Background: an optimization exercise with open tools, aiming at small area and few clock cycles per item. Do not read the settings as production practice.
The RTL was checked by simulation tests, not by an equivalence proof against the original design.
The clock cells of this run come from the design's own scripts or RTL, not from TritonCTS.
No driver is modelled on the clock port, so clock power and skew are understated where the tree is cut down; a real chip needs a root buffer or a tree.

===== flow/constraint.sdc =====
create_clock -name core_clock -period 4.0 [get_ports {aclk}]
set_input_delay 0.8000 -clock core_clock [delete_from_list [all_inputs] [get_ports {aclk}]]
set_output_delay 0.8000 -clock core_clock [all_outputs]
set_load 0.01 [all_outputs]

===== flow/standard.sh =====
#!/bin/bash
# synth_recipe.tcl (not shown) runs the flow's synth.tcl, then flattens the netlist and writes it again
# the make line also repeats each setting of config.mk as NAME=value (left out here)
make -C /OpenROAD-flow-scripts/flow DESIGN_CONFIG=/design/flow/config.mk WORK_HOME=/design/flow/orfs CLKGATE_MAP_FILE= SYNTH_SCRIPT=/design/flow/synth_recipe.tcl "${@:-finish}"

===== flow/design.v =====
`timescale 1ns / 1ps
module scrambler
 #(parameter WIDTH = 24)
  (input  [6:0]       lfsr,
   output [WIDTH-1:0] fb);
  genvar i;
  generate
    for (i = 0; i < WIDTH; i = i + 1) begin : gen_feedback
      if (i < 4)
        xor2 u_fb(.a(lfsr[i+3]), .b(lfsr[i]), .y(fb[i]));
      else if (i < 7)
        xor2 u_fb(.a(lfsr[i]), .b(fb[i-4]), .y(fb[i]));
      else
        xor2 u_fb(.a(fb[i-7]), .b(fb[i-4]), .y(fb[i]));
    end
  endgenerate
endmodule
`timescale 1ns / 1ps
module encoder
  (input  [23:0] data,
   input  [5:0]  history,
   input  [1:0]  sh,
   input  [1:0]  st,
   input  [1:0]  sf,
   input         shn,
   input         stn,
   output [47:0] coded);
  wire [29:0] op = {data, history};
  wire [29:0] a;
  wire [29:0] b;
  wire [23:0] g0;
  wire [23:0] g1;
  xor2 u_a3 (.a(op[3]), .b(op[1]), .y(a[3]));
  xor2 u_a4 (.a(op[4]), .b(op[2]), .y(a[4]));
  xor2 u_a5 (.a(op[5]), .b(op[3]), .y(a[5]));
  xor2 u_a6 (.a(op[6]), .b(op[4]), .y(a[6]));
  xor2 u_a7 (.a(op[7]), .b(op[5]), .y(a[7]));
  xor2 u_a8 (.a(op[8]), .b(op[6]), .y(a[8]));
  xor2 u_a9 (.a(op[9]), .b(op[7]), .y(a[9]));
  xor2 u_a10 (.a(op[10]), .b(op[8]), .y(a[10]));
  xor2 u_a11 (.a(op[11]), .b(op[9]), .y(a[11]));
  xor2 u_a12 (.a(op[12]), .b(op[10]), .y(a[12]));
  xor2 u_a13 (.a(op[13]), .b(op[11]), .y(a[13]));
  xor2 u_a14 (.a(op[14]), .b(op[12]), .y(a[14]));
  xor2 u_a15 (.a(op[15]), .b(op[13]), .y(a[15]));
  xor2 u_a16 (.a(op[16]), .b(op[14]), .y(a[16]));
  xor2 u_a17 (.a(op[17]), .b(op[15]), .y(a[17]));
  xor2 u_a18 (.a(op[18]), .b(op[16]), .y(a[18]));
  xor2 u_a19 (.a(op[19]), .b(op[17]), .y(a[19]));
  xor2 u_a20 (.a(op[20]), .b(op[18]), .y(a[20]));
  xor2 u_a21 (.a(op[21]), .b(op[19]), .y(a[21]));
  xor2 u_a22 (.a(op[22]), .b(op[20]), .y(a[22]));
  xor2 u_a23 (.a(op[23]), .b(op[21]), .y(a[23]));
  xor2 u_a24 (.a(op[24]), .b(op[22]), .y(a[24]));
  xor2 u_a25 (.a(op[25]), .b(op[23]), .y(a[25]));
  xor2 u_a26 (.a(op[26]), .b(op[24]), .y(a[26]));
  xor2 u_a27 (.a(op[27]), .b(op[25]), .y(a[27]));
  xor2 u_a28 (.a(op[28]), .b(op[26]), .y(a[28]));
  xor2 u_a29 (.a(op[29]), .b(op[27]), .y(a[29]));
  assign a[2:0] = 3'b000;
  xor2 u_b6 (.a(a[6]), .b(op[0]), .y(b[6]));
  xor2 u_b7 (.a(a[7]), .b(op[1]), .y(b[7]));
  xor2 u_b8 (.a(a[8]), .b(op[2]), .y(b[8]));
  xor2 u_b9 (.a(a[9]), .b(op[3]), .y(b[9]));
  xor2 u_b10 (.a(a[10]), .b(op[4]), .y(b[10]));
  xor2 u_b11 (.a(a[11]), .b(op[5]), .y(b[11]));
  xor2 u_b12 (.a(a[12]), .b(op[6]), .y(b[12]));
  xor2 u_b13 (.a(a[13]), .b(op[7]), .y(b[13]));
  xor2 u_b14 (.a(a[14]), .b(op[8]), .y(b[14]));
  xor2 u_b15 (.a(a[15]), .b(op[9]), .y(b[15]));
  xor2 u_b16 (.a(a[16]), .b(op[10]), .y(b[16]));
  xor2 u_b17 (.a(a[17]), .b(op[11]), .y(b[17]));
  xor2 u_b18 (.a(a[18]), .b(op[12]), .y(b[18]));
  xor2 u_b19 (.a(a[19]), .b(op[13]), .y(b[19]));
  xor2 u_b20 (.a(a[20]), .b(op[14]), .y(b[20]));
  xor2 u_b21 (.a(a[21]), .b(op[15]), .y(b[21]));
  xor2 u_b22 (.a(a[22]), .b(op[16]), .y(b[22]));
  xor2 u_b23 (.a(a[23]), .b(op[17]), .y(b[23]));
  xor2 u_b24 (.a(a[24]), .b(op[18]), .y(b[24]));
  xor2 u_b25 (.a(a[25]), .b(op[19]), .y(b[25]));
  xor2 u_b26 (.a(a[26]), .b(op[20]), .y(b[26]));
  xor2 u_b27 (.a(a[27]), .b(op[21]), .y(b[27]));
  xor2 u_b28 (.a(a[28]), .b(op[22]), .y(b[28]));
  xor2 u_b29 (.a(a[29]), .b(op[23]), .y(b[29]));
  assign b[5:0] = 6'b000000;
  xor2 u_g0_0 (.a(b[6]), .b(a[3]), .y(g0[0]));
  xor2 u_g1_0 (.a(b[6]), .b(a[5]), .y(g1[0]));
  xor2 u_g0_1 (.a(b[7]), .b(a[4]), .y(g0[1]));
  xnor2 u_g1_1 (.a(b[7]), .b(a[6]), .y(g1[1]));
  xnor2 u_g0_2 (.a(b[8]), .b(a[5]), .y(g0[2]));
  xnor2 u_g1_2 (.a(b[8]), .b(a[7]), .y(g1[2]));
  xnor2 u_g0_3 (.a(b[9]), .b(a[6]), .y(g0[3]));
  xnor2 u_g1_3 (.a(b[9]), .b(a[8]), .y(g1[3]));
  xnor2 u_g0_4 (.a(b[10]), .b(a[7]), .y(g0[4]));
  xnor2 u_g1_4 (.a(b[10]), .b(a[9]), .y(g1[4]));
  xnor2 u_g0_5 (.a(b[11]), .b(a[8]), .y(g0[5]));
  xnor2 u_g1_5 (.a(b[11]), .b(a[10]), .y(g1[5]));
  xnor2 u_g0_6 (.a(b[12]), .b(a[9]), .y(g0[6]));
  xnor2 u_g1_6 (.a(b[12]), .b(a[11]), .y(g1[6]));
  xnor2 u_g0_7 (.a(b[13]), .b(a[10]), .y(g0[7]));
  xnor2 u_g1_7 (.a(b[13]), .b(a[12]), .y(g1[7]));
  xnor2 u_g0_8 (.a(b[14]), .b(a[11]), .y(g0[8]));
  xnor2 u_g1_8 (.a(b[14]), .b(a[13]), .y(g1[8]));
  xnor2 u_g0_9 (.a(b[15]), .b(a[12]), .y(g0[9]));
  xnor2 u_g1_9 (.a(b[15]), .b(a[14]), .y(g1[9]));
  xnor2 u_g0_10 (.a(b[16]), .b(a[13]), .y(g0[10]));
  xnor2 u_g1_10 (.a(b[16]), .b(a[15]), .y(g1[10]));
  xnor2 u_g0_11 (.a(b[17]), .b(a[14]), .y(g0[11]));
  xnor2 u_g1_11 (.a(b[17]), .b(a[16]), .y(g1[11]));
  xnor2 u_g0_12 (.a(b[18]), .b(a[15]), .y(g0[12]));
  xnor2 u_g1_12 (.a(b[18]), .b(a[17]), .y(g1[12]));
  xnor2 u_g0_13 (.a(b[19]), .b(a[16]), .y(g0[13]));
  xnor2 u_g1_13 (.a(b[19]), .b(a[18]), .y(g1[13]));
  xnor2 u_g0_14 (.a(b[20]), .b(a[17]), .y(g0[14]));
  xnor2 u_g1_14 (.a(b[20]), .b(a[19]), .y(g1[14]));
  xnor2 u_g0_15 (.a(b[21]), .b(a[18]), .y(g0[15]));
  xnor2 u_g1_15 (.a(b[21]), .b(a[20]), .y(g1[15]));
  xnor2 u_g0_16 (.a(b[22]), .b(a[19]), .y(g0[16]));
  xnor2 u_g1_16 (.a(b[22]), .b(a[21]), .y(g1[16]));
  xnor2 u_g0_17 (.a(b[23]), .b(a[20]), .y(g0[17]));
  xnor2 u_g1_17 (.a(b[23]), .b(a[22]), .y(g1[17]));
  xnor2 u_g0_18 (.a(b[24]), .b(a[21]), .y(g0[18]));
  xnor2 u_g1_18 (.a(b[24]), .b(a[23]), .y(g1[18]));
  xnor2 u_g0_19 (.a(b[25]), .b(a[22]), .y(g0[19]));
  xnor2 u_g1_19 (.a(b[25]), .b(a[24]), .y(g1[19]));
  xnor2 u_g0_20 (.a(b[26]), .b(a[23]), .y(g0[20]));
  xnor2 u_g1_20 (.a(b[26]), .b(a[25]), .y(g1[20]));
  xnor2 u_g0_21 (.a(b[27]), .b(a[24]), .y(g0[21]));
  xnor2 u_g1_21 (.a(b[27]), .b(a[26]), .y(g1[21]));
  xnor2 u_g0_22 (.a(b[28]), .b(a[25]), .y(g0[22]));
  xnor2 u_g1_22 (.a(b[28]), .b(a[27]), .y(g1[22]));
  xnor2 u_g0_23 (.a(b[29]), .b(a[26]), .y(g0[23]));
  xnor2 u_g1_23 (.a(b[29]), .b(a[28]), .y(g1[23]));
  assign coded[0] = g0[0];
  assign coded[1] = g1[0];
  assign coded[2] = g0[1];
  aoi222 u_o3 (.a0(g1[1]), .b0(sh[0]), .a1(g0[2]), .b1(st[0]), .a2(g1[2]), .b2(sf[0]), .y(coded[3]));
  aoi222 u_o4 (.a0(g0[2]), .b0(sh[0]), .a1(g1[2]), .b1(st[0]), .a2(g0[3]), .b2(sf[0]), .y(coded[4]));
  aoi222 u_o5 (.a0(g1[2]), .b0(sh[0]), .a1(g0[3]), .b1(st[0]), .a2(g1[3]), .b2(sf[0]), .y(coded[5]));
  mux2i u_o6 (.a0(g0[4]), .a1(g0[3]), .s(sh[0]), .y(coded[6]));
  aoi222 u_o7 (.a0(g1[3]), .b0(sh[0]), .a1(g1[4]), .b1(st[0]), .a2(g1[5]), .b2(sf[0]), .y(coded[7]));
  aoi222 u_o8 (.a0(g0[4]), .b0(sh[0]), .a1(g0[5]), .b1(st[0]), .a2(g0[6]), .b2(sf[0]), .y(coded[8]));
  aoi222 u_o9 (.a0(g1[4]), .b0(sh[0]), .a1(g0[6]), .b1(st[0]), .a2(g1[6]), .b2(sf[0]), .y(coded[9]));
  aoi222 u_o10 (.a0(g0[5]), .b0(sh[0]), .a1(g1[6]), .b1(st[0]), .a2(g0[7]), .b2(sf[0]), .y(coded[10]));
  aoi222 u_o11 (.a0(g1[5]), .b0(sh[0]), .a1(g0[7]), .b1(st[0]), .a2(g1[8]), .b2(sf[0]), .y(coded[11]));
  aoi222 u_o12 (.a0(g0[6]), .b0(sh[0]), .a1(g0[8]), .b1(st[0]), .a2(g0[9]), .b2(sf[0]), .y(coded[12]));
  aoi222 u_o13 (.a0(g1[6]), .b0(sh[0]), .a1(g1[8]), .b1(st[0]), .a2(g1[9]), .b2(sf[0]), .y(coded[13]));
  aoi222 u_o14 (.a0(g0[7]), .b0(sh[0]), .a1(g0[9]), .b1(st[0]), .a2(g0[10]), .b2(sf[0]), .y(coded[14]));
  aoi222 u_o15 (.a0(g1[7]), .b0(sh[0]), .a1(g0[10]), .b1(st[0]), .a2(g1[11]), .b2(sf[0]), .y(coded[15]));
  aoi222 u_o16 (.a0(g0[8]), .b0(sh[0]), .a1(g1[10]), .b1(st[0]), .a2(g0[12]), .b2(sf[0]), .y(coded[16]));
  aoi222 u_o17 (.a0(g1[8]), .b0(sh[1]), .a1(g0[11]), .b1(st[1]), .a2(g1[12]), .b2(sf[1]), .y(coded[17]));
  aoi222 u_o18 (.a0(g0[9]), .b0(sh[1]), .a1(g0[12]), .b1(st[1]), .a2(g0[13]), .b2(sf[1]), .y(coded[18]));
  aoi222 u_o19 (.a0(g1[9]), .b0(sh[1]), .a1(g1[12]), .b1(st[1]), .a2(g1[14]), .b2(sf[1]), .y(coded[19]));
  aoi222 u_o20 (.a0(g0[10]), .b0(sh[1]), .a1(g0[13]), .b1(st[1]), .a2(g0[15]), .b2(sf[1]), .y(coded[20]));
  aoi222 u_o21 (.a0(g1[10]), .b0(sh[1]), .a1(g0[14]), .b1(st[1]), .a2(g1[15]), .b2(sf[1]), .y(coded[21]));
  aoi222 u_o22 (.a0(g0[11]), .b0(sh[1]), .a1(g1[14]), .b1(st[1]), .a2(g0[16]), .b2(sf[1]), .y(coded[22]));
  aoi222 u_o23 (.a0(g1[11]), .b0(sh[1]), .a1(g0[15]), .b1(st[1]), .a2(g1[17]), .b2(sf[1]), .y(coded[23]));
  aoi222 u_o24 (.a0(g0[12]), .b0(sh[1]), .a1(g0[16]), .b1(st[1]), .a2(g0[18]), .b2(sf[1]), .y(coded[24]));
  aoi222 u_o25 (.a0(g1[12]), .b0(sh[1]), .a1(g1[16]), .b1(st[1]), .a2(g1[18]), .b2(sf[1]), .y(coded[25]));
  aoi222 u_o26 (.a0(g0[13]), .b0(sh[1]), .a1(g0[17]), .b1(st[1]), .a2(g0[19]), .b2(sf[1]), .y(coded[26]));
  aoi222 u_o27 (.a0(g1[13]), .b0(sh[1]), .a1(g0[18]), .b1(st[1]), .a2(g1[20]), .b2(sf[1]), .y(coded[27]));
  aoi222 u_o28 (.a0(g0[14]), .b0(sh[1]), .a1(g1[18]), .b1(st[1]), .a2(g0[21]), .b2(sf[1]), .y(coded[28]));
  aoi222 u_o29 (.a0(g1[14]), .b0(sh[1]), .a1(g0[19]), .b1(st[1]), .a2(g1[21]), .b2(sf[1]), .y(coded[29]));
  aoi222 u_o30 (.a0(g0[15]), .b0(sh[1]), .a1(g0[20]), .b1(st[1]), .a2(g0[22]), .b2(sf[1]), .y(coded[30]));
  aoi222 u_o31 (.a0(g1[15]), .b0(sh[1]), .a1(g1[20]), .b1(st[1]), .a2(g1[23]), .b2(sf[1]), .y(coded[31]));
  oai22 u_o32 (.a0(g0[16]), .b0(shn), .a1(g0[21]), .b1(stn), .y(coded[32]));
  oai22 u_o33 (.a0(g1[16]), .b0(shn), .a1(g0[22]), .b1(stn), .y(coded[33]));
  oai22 u_o34 (.a0(g0[17]), .b0(shn), .a1(g1[22]), .b1(stn), .y(coded[34]));
  oai22 u_o35 (.a0(g1[17]), .b0(shn), .a1(g0[23]), .b1(stn), .y(coded[35]));
  nor2 u_o36 (.a(g0[18]), .b(shn), .y(coded[36]));
  nor2 u_o37 (.a(g1[18]), .b(shn), .y(coded[37]));
  nor2 u_o38 (.a(g0[19]), .b(shn), .y(coded[38]));
  nor2 u_o39 (.a(g1[19]), .b(shn), .y(coded[39]));
  nor2 u_o40 (.a(g0[20]), .b(shn), .y(coded[40]));
  nor2 u_o41 (.a(g1[20]), .b(shn), .y(coded[41]));
  nor2 u_o42 (.a(g0[21]), .b(shn), .y(coded[42]));
  nor2 u_o43 (.a(g1[21]), .b(shn), .y(coded[43]));
  nor2 u_o44 (.a(g0[22]), .b(shn), .y(coded[44]));
  nor2 u_o45 (.a(g1[22]), .b(shn), .y(coded[45]));
  nor2 u_o46 (.a(g0[23]), .b(shn), .y(coded[46]));
  nor2 u_o47 (.a(g1[23]), .b(shn), .y(coded[47]));
endmodule
module xor2 (input a, input b, output y);
  assign y = a ^ b;
endmodule
module xnor2 (input a, input b, output y);
  assign y = ~(a ^ b);
endmodule
module nor2 (input a, input b, output y);
  assign y = ~(a | b);
endmodule
module inv (input a, output y);
  assign y = ~a;
endmodule
module and2 (input a, input b, output y);
  assign y = a & b;
endmodule
module nor3 (input a, input b, input c, output y);
  assign y = ~(a | b | c);
endmodule
module nand2 (input a, input b, output y);
  assign y = ~(a & b);
endmodule
module oai22 (input a0, input b0, input a1, input b1, output y);
  assign y = ~((a0 | b0) & (a1 | b1));
endmodule
module aoi222 (input a0, input b0, input a1, input b1, input a2, input b2, output y);
  assign y = ~((a0 & b0) | (a1 & b1) | (a2 & b2));
endmodule
module mux2i (input a0, input a1, input s, output y);
  assign y = ~(s ? a1 : a0);
endmodule
`timescale 1ns / 1ps
module system
  #(parameter WIDTH = 24)
   (input aclk,
    input aresetn,
    input [WIDTH-1:0] s_axis_tdata,
    input s_axis_tvalid,
    output s_axis_tready,
    input s_axis_tlast,
    input [3:0] s_axis_tuser,
    output [2*WIDTH-1:0] m_axis_tdata,
    output m_axis_tvalid,
    input m_axis_tready,
    output m_axis_tlast,
    output [3:0] m_axis_tuser);
    localparam SEED = 7'b1011101;
    localparam [WIDTH-1:0] INV = {{7{1'b1}}, {(WIDTH-7){1'b0}}};
    reg [6:0]       lfsr;      
    reg [WIDTH-1:0] sdata;     
    reg [3:0]       tuser;
    reg             tlast;
    reg             tvalid;
    reg [5:0]       history;   
    wire [WIDTH-1:0] fb;
    scrambler #(.WIDTH(WIDTH)) scrambler_i(.lfsr(lfsr), .fb(fb));
    wire [WIDTH-1:0] smask;
    assign smask[WIDTH-8:0] = sdata[WIDTH-8:0];
    genvar i;
    generate
      for (i = WIDTH-7; i < WIDTH; i = i + 1) begin : gen_mask
        nor2 u_mask(.a(sdata[i]), .b(tlast), .y(smask[i]));
      end
    endgenerate
    assign s_axis_tready = m_axis_tready;
    wire accept = s_axis_tvalid & s_axis_tready;
    wire rst = ~aresetn;
    wire [6:0] lfsr_m, lfsr_d;
    wire tlast_m, tlast_d, tvalid_m, tvalid_d;
    generate
      for (i = 0; i < 7; i = i + 1) begin : gen_lfsr
        mux2i u_m(.a0(lfsr[i]), .a1(fb[WIDTH-7+i]), .s(accept), .y(lfsr_m[i]));
        if (SEED[i])
          nand2 u_r(.a(lfsr_m[i]), .b(aresetn), .y(lfsr_d[i]));
        else
          nor2 u_r(.a(lfsr_m[i]), .b(rst), .y(lfsr_d[i]));
      end
    endgenerate
    mux2i u_tlast_m(.a0(tlast), .a1(s_axis_tlast), .s(accept), .y(tlast_m));
    nand2 u_tlast_r(.a(tlast_m), .b(aresetn), .y(tlast_d));
    mux2i u_tvalid_m(.a0(tvalid), .a1(s_axis_tvalid), .s(m_axis_tready), .y(tvalid_m));
    nor2 u_tvalid_r(.a(tvalid_m), .b(rst), .y(tvalid_d));
    always @(posedge aclk) begin
      lfsr   <= lfsr_d;
      tlast  <= tlast_d;
      tvalid <= tvalid_d;
    end
    always @(posedge aclk)
      if (accept) begin
        sdata   <= s_axis_tdata ^ fb ^ INV;
        tuser   <= s_axis_tuser;
        history <= smask[WIDTH-1:WIDTH-6];
      end
    wire [1:0] r34, r23, r12;
    wire       r23n, r12n;
    wire       hi_zero;
    nor3        u_hiz (.a(tuser[1]), .b(tuser[2]), .c(tuser[3]), .y(hi_zero));
    generate
      for (i = 0; i < 2; i = i + 1) begin : gen_sel
        and2 u_r34 (.a(tuser[0]), .b(tuser[1]), .y(r34[i]));
        and2 u_r23 (.a(tuser[0]), .b(hi_zero), .y(r23[i]));
        nor2 u_r12 (.a(r34[i]), .b(r23[i]), .y(r12[i]));
      end
    endgenerate
    inv         u_r23n(.a(r23[0]), .y(r23n));
    inv         u_r12n(.a(r12[0]), .y(r12n));
    encoder encoder_i(
        .data(smask),
        .history(history),
        .sh(r12),
        .st(r23),
        .sf(r34),
        .shn(r12n),
        .stn(r23n),
        .coded(m_axis_tdata)
    );
    assign m_axis_tvalid = tvalid;
    assign m_axis_tlast  = tlast;
    assign m_axis_tuser  = tuser;
endmodule

===== flow/flow/post_cts.tcl =====
# Sourced by ORFS's CTS step (POST_CTS_TCL) after clock tree synthesis,
# timing repair and detailed placement, before 4_1_cts.odb is written.
#
# The design has few registers, so TritonCTS's H-tree (a root buffer and
# four leaf buffers) is more than it needs. Replace it with a one-level tree:
# CLOCK_GROUPS buffers of type CLOCK_BUFFER, all driven by the clock port,
# each driving the clock pins of one group of nearby registers. Every
# register gets its clock through exactly one buffer of the same type.
set block [ord::get_db_block]
set clk_net [$block findNet aclk]
set master [[ord::get_db] findMaster $::env(CLOCK_BUFFER)]

# Walk the tree from the port: collect clock buffers, their nets, and sinks.
set bufs {}
set nets {}
set sinks {}
set todo [list $clk_net]
while {[llength $todo]} {
  set net [lindex $todo 0]
  set todo [lrange $todo 1 end]
  foreach it [$net getITerms] {
    if {![$it isInputSignal] && [$it getIoType] ne "INPUT"} { continue }
    set inst [$it getInst]
    set m [[$inst getMaster] getName]
    if {[string match "sky130_fd_sc_hd__clkbuf_*" $m]} {
      lappend bufs $inst
      set out [[$inst findITerm X] getNet]
      lappend nets $out
      lappend todo $out
    } else {
      lappend sinks $it
    }
  }
}
puts "post_cts: tree has [llength $bufs] buffers and [llength $sinks] sinks"

# Split the registers into CLOCK_GROUPS groups by position (k-means on the
# clock-pin locations, started from an even split along x) and give each
# group one buffer at its centre.
set k $::env(CLOCK_GROUPS)
set pts {}
foreach it $sinks {
  set bb [[$it getInst] getBBox]
  lappend pts [list [expr {([$bb xMin] + [$bb xMax]) / 2}] [expr {([$bb yMin] + [$bb yMax]) / 2}] $it]
}
set pts [lsort -integer -index 0 $pts]
set n [llength $pts]
set cent {}
for {set g 0} {$g < $k} {incr g} {
  set p [lindex $pts [expr {int(($g + 0.5) * $n / $k)}]]
  lappend cent [list [lindex $p 0] [lindex $p 1]]
}
for {set iter 0} {$iter < 20} {incr iter} {
  set assign {}
  foreach p $pts {
    set best 0
    set bd 1e30
    for {set g 0} {$g < $k} {incr g} {
      set c [lindex $cent $g]
      set d [expr {abs([lindex $p 0] - [lindex $c 0]) + abs([lindex $p 1] - [lindex $c 1])}]
      if {$d < $bd} { set bd $d; set best $g }
    }
    lappend assign $best
  }
  set newc {}
  for {set g 0} {$g < $k} {incr g} {
    set sx 0; set sy 0; set m 0
    foreach p $pts a $assign {
      if {$a == $g} { set sx [expr {$sx + [lindex $p 0]}]; set sy [expr {$sy + [lindex $p 1]}]; incr m }
    }
    if {$m} { lappend newc [list [expr {$sx / $m}] [expr {$sy / $m}]] } else { lappend newc [lindex $cent $g] }
  }
  set cent $newc
}

foreach it $sinks { $it disconnect }
foreach inst $bufs { odb::dbInst_destroy $inst }
foreach net $nets { odb::dbNet_destroy $net }

for {set g 0} {$g < $k} {incr g} {
  set buf [odb::dbInst_create $block $master clkbuf_${g}_aclk]
  set leaf [odb::dbNet_create $block clknet_${g}_aclk]
  $leaf setSigType CLOCK
  [$buf findITerm A] connect $clk_net
  [$buf findITerm X] connect $leaf
  set m 0
  foreach p $pts a $assign {
    if {$a == $g} { [lindex $p 2] connect $leaf; incr m }
  }
  set c [lindex $cent $g]
  $buf setLocation [lindex $c 0] [lindex $c 1]
  $buf setPlacementStatus PLACED
  puts "post_cts: [$buf getName] drives $m registers"
}

detailed_placement
check_placement -verbose

proc clk_slew_max {} {
  set mx 0
  foreach p [get_pins -hierarchical */CLK] {
    set s [get_property $p slew_max]
    if {$s > $mx} { set mx $s }
  }
  return $mx
}
estimate_parasitics -placement
puts "post_cts: clock port drives [llength [$clk_net getITerms]] pins"
puts "post_cts: final clock-pin slew [clk_slew_max]"
report_worst_slack -max
report_worst_slack -min

===== flow/flow/run.sh =====
#!/bin/bash
# The standard layout (the standard.sh, unchanged) with these settings:
# - the port buffers that buffer_ports inserts are the smallest buffer,
#   sky130_fd_sc_hd__buf_1, instead of the cell it picks by default;
# - clock tree synthesis uses sky130_fd_sc_hd__clkbuf_8 and inserts no dummy
#   loads;
# - flow/post_cts.tcl, run at the end of the CTS step, replaces the H-tree
#   with a one-level tree: three clkbuf_8, driven by the clock port, each
#   clocking one group of nearby registers.
# ORFS's own logs are in orfs/logs/; make's output is in standard.log.
set -euo pipefail
export BUFFER_PORTS_ARGS="-buffer_cell sky130_fd_sc_hd__buf_1"
export CTS_ARGS="-sink_clustering_enable -repair_clock_nets -dont_use_dummy_load -buf_list sky130_fd_sc_hd__clkbuf_8"
export CLOCK_BUFFER=sky130_fd_sc_hd__clkbuf_8
export CLOCK_GROUPS=3
export POST_CTS_TCL="$PWD/flow/post_cts.tcl"
bash standard.sh > standard.log 2>&1

===== flow/config.mk =====
export PLATFORM = sky130hd
export DESIGN_NAME = system
export DESIGN_NICKNAME = system
export VERILOG_FILES = /design/flow/design.v
export SDC_FILE = /design/flow/constraint.sdc
export NUM_CORES = 4
export LEC_CHECK = 0
export CAP_MARGIN = 20
export CORE_MARGIN = 2
export CORE_UTILIZATION = 40
export SLEW_MARGIN = 20
export SYNTH_HIERARCHICAL = 1
export SYNTH_MINIMUM_KEEP_SIZE = 0

==> notes.md <==
metal layers:
metal / global-route usage, % / up-vias
li1: - / 1163
met5: 0 / -
met3: 2.30 / 12
met2: 28.6 / 101
met4: 5.22 / 0
met1: 22.3 / 1072
stage by stage:
stage / instance area (um2) / cells / hold WS [ps] / worst slack, ps / util (%)
after global routing: 3560 / 463 / 540 / 338 / 46.7
after detailed placement: 3510 / 460 / 485 / 882 / 46.2
final: 3560 / 463 / 504 / 630 / 46.7
after global placement: 3510 / 460 / 475 / 981 / 46.2
after floorplan: 3090 / 275 / 462 / 1240 / -
kinds of logic after synthesis:
family	count (synthesis)	share of synthesized area (%)
XOR/XNOR	147	41.7
flip-flops	43	38.9
AND/OR/NAND/NOR	36	4.98
AO/OA/AOI/OAI	32	9.88
multiplexers	10	3.24
buffers and inverters	7	1.34
worst max-delay path by stage:
stage / to / slack [ps]
6_report: m_axis_tdata[34] / 630
5_1_grt: m_axis_tdata[33] / 340
3_5_place_dp: m_axis_tdata[34] / 880
3_3_place_gp: sdata[21] / 980
2_1_floorplan: m_axis_tdata[32] / 1240
modules after synthesis, one instance, submodules excluded, excerpt:
module   cells  times used
aoi222       1          28
nand2        1           6
and2         1           4
nor2         1          24
inv          1           2
oai22        1           4
xor2         1          78
system      70           1
mux2i        1          10
xnor2        1          45
encoder      3           1
nor3         1           1
worst max-delay path: cells and delay by family, from the launching register on:
kind	cells	cell delay (ps)
compound gates	1	280
buf+inv	2	610
flops	1	430
simple gates	2	1110
flip-flops by register name (all words and copies together), names as in the netlist:
name,flops
tvalid,1
sdata,24
tlast,1
lfsr,7
tuser,4
history,6
final cells by class:
type                            instances  area, um2
Tap cell                              102        128
Inverter                                3       11.3
Multi-Input combinational cell        225       1850
Sequential cell                        43       1200
Timing Repair Buffer                   87        327
Fill cell                             781       4050
Buffer                                  3       41.3
cells in the final DEF (no fill, tap or decap), types with 6 or more instances in the layout:
cell,count
mux2i_1,10
edfxtp_1,34
xnor2_1,52
dfxtp_1,9
a222oi_1,28
xor2_1,95
buf_1,87
nor2_1,24
nand2_1,6
==> metrics.md <==
| Metric | Value |
|---|---|
| Outcome | `timing/DRC/antenna clean` |
| Die width | `91.9 um` |
| Final setup viols | `0` |
| Final min period | `3370 ps` |
| R2R Setup Slk | `between 900 and 1000 ps` |
| Met2 wire length | `roughly 3400 um` |
| Global route overflow | `0` |
| RSZ-0062 raised after global routing | `false` |
| Crit-path slowest cell | `nor2_1` |
| Cell taking the most area after synthesis | `edfxtp_1` |
| Max Freq | `297 MHz` |
| Final wirelength | `6970 um` |
| Ys Warns | `7` |
| GPL Wtd Cong | `about 0.85` |
| Worst R2R End | `sdata[21]` |
| Via count | `2348` |
| Post-synth cell types | `13` |
| Netlist area before placement | `around 3000 um2` |
| Crit Path Class | `flip-flop to output pin` |
| Drt pass-1 iters | `9` |
| Row count | `32` |
| Final cycle utilization of the critical path | `between 80% and 90%` |
| Skew final | `about 3.1 ps` |
| Post-route antenna net violation count | `0` |
| Setup TNS | `0 ps` |
| CP startpoint kind | `flip-flop` |
| Worst-path cell chain | `and2_1 > nor2_1 > inv_1 > o22ai_1 > buf_1` |
| # DRC | `0` |
| CP startpoint | `tuser[0]` |
| Largest cells by area after synthesis | `edfxtp_1 (33%), xor2_1 (27%), xnor2_1 (15%), a222oi_1 (9.1%), dfxtp_1 (5.8%)` |
| Hold WC Path Type | `flip-flop to flip-flop` |
| Clock Sink Count | `43` |
| Fraction of layout cells with a size suffix above 1 | `under 10%` |
| Post-Syn Nets | `308` |
| Initial core utilization | `between 40% and 50%` |
| Largest net degree at the start of global routing | `43` |
| Met3 WL post-DR | `roughly 420 um` |
| Die height | `91.9 um` |
| Commonest cells in the netlist | `xor2_1 (95), xnor2_1 (52), edfxtp_1 (34), a222oi_1 (28), nor2_1 (24)` |
| CP Max Fanout | `16` |
| Slew headroom | `around 32%` |
| Top-count cell post-synth | `xor2_1` |
| Die area | `around 8400 um2` |
| P&R area growth vs syn | `15.1%` |
| Post-synth ARST share | `0%` |
| Syn Area/Cell | `11.2 um2` |
| Core area | `7610 um2` |
| R2R depth | `7` |
| DRT iter0 DRCs | `between 200 and 250` |
| Main flop type after synthesis | `edfxtp_1` |
| Post-synth EDFFs | `34` |
| WL/cell | `between 15 and 20 um` |
| Vias in the first global route | `approximately 2300` |
| IO buf count | `just under 90` |
| Slew @ Worst Pin | `1020 ps` |
| Clock Latency Late Sink | `~150 ps` |
| CP max stage delay | `about 770 ps` |
| Seq cells post-synth | `between 40 and 50` |
| Highest metal used | `met4` |
| Critical Path RT | `3200 ps` |
| WHS Path Cells | `2` |
| Hold Startpoint | `lfsr[2]` |
| Yosys top cell area share | `approximately 33%` |
| Max_cap viols | `0` |
| Vias/cell | `approximately 5` |
| Worst Setup End Kind | `output pin` |
| Wl on met1 | `between 3000 and 4000 um` |
| Ant. Diodes | `0` |
| Clock Pin Slew Worst Setup and Hold Paths | `about 90 ps` |
| Hold Path End | `lfsr[2]` |
| Dpl hpwl | `~5700 um` |
| Cell count after synthesis | `about 280` |
| IO Count | `between 80 and 90` |
| Sequential area share after synthesis | `between 30% and 40%` |
| Slew Limit Fails | `0` |
| Reg-to-Reg Start | `lfsr[4]` |
| Global-route wire length before repair | `~11000 um` |
| All-Layer GR Usage | `between 15 and 20%` |
| Initial antenna violation count | `0` |
| Final-stage net count | `396` |
| Hold Violations, Final | `0` |
| Critical Path AT | `around 2600 ps` |
Testbench counts, summed over its fixed seeds: cycles 12,472, items 12,464.

## port drivers added, routing unchanged
Ports are ideal in the flow. The routed layout listed here was re-timed in OpenROAD. Step 1 assumes that a clkbuf_16 drives the clock port and a buf_2 every other input. Step 2 also shifts input and output timing later by t, the mid clock arrival at the registers, as if the neighbouring blocks saw the same clock. Slacks: ideal / step 1 / step 2; pairs: ideal / step 1.
t (ns): 0.197
setup slack, ns: 0.630 / 0.580 / 0.777
hold slack, ns: 0.504 / 0.504 / 0.504
worst setup path after step 2: register to output
cell pins on the clock port's net: 3
After both steps this run still meets setup and hold. For this run, drivers alone change the setup slack by -0.050 ns; drivers and shift together by +0.147 ns.
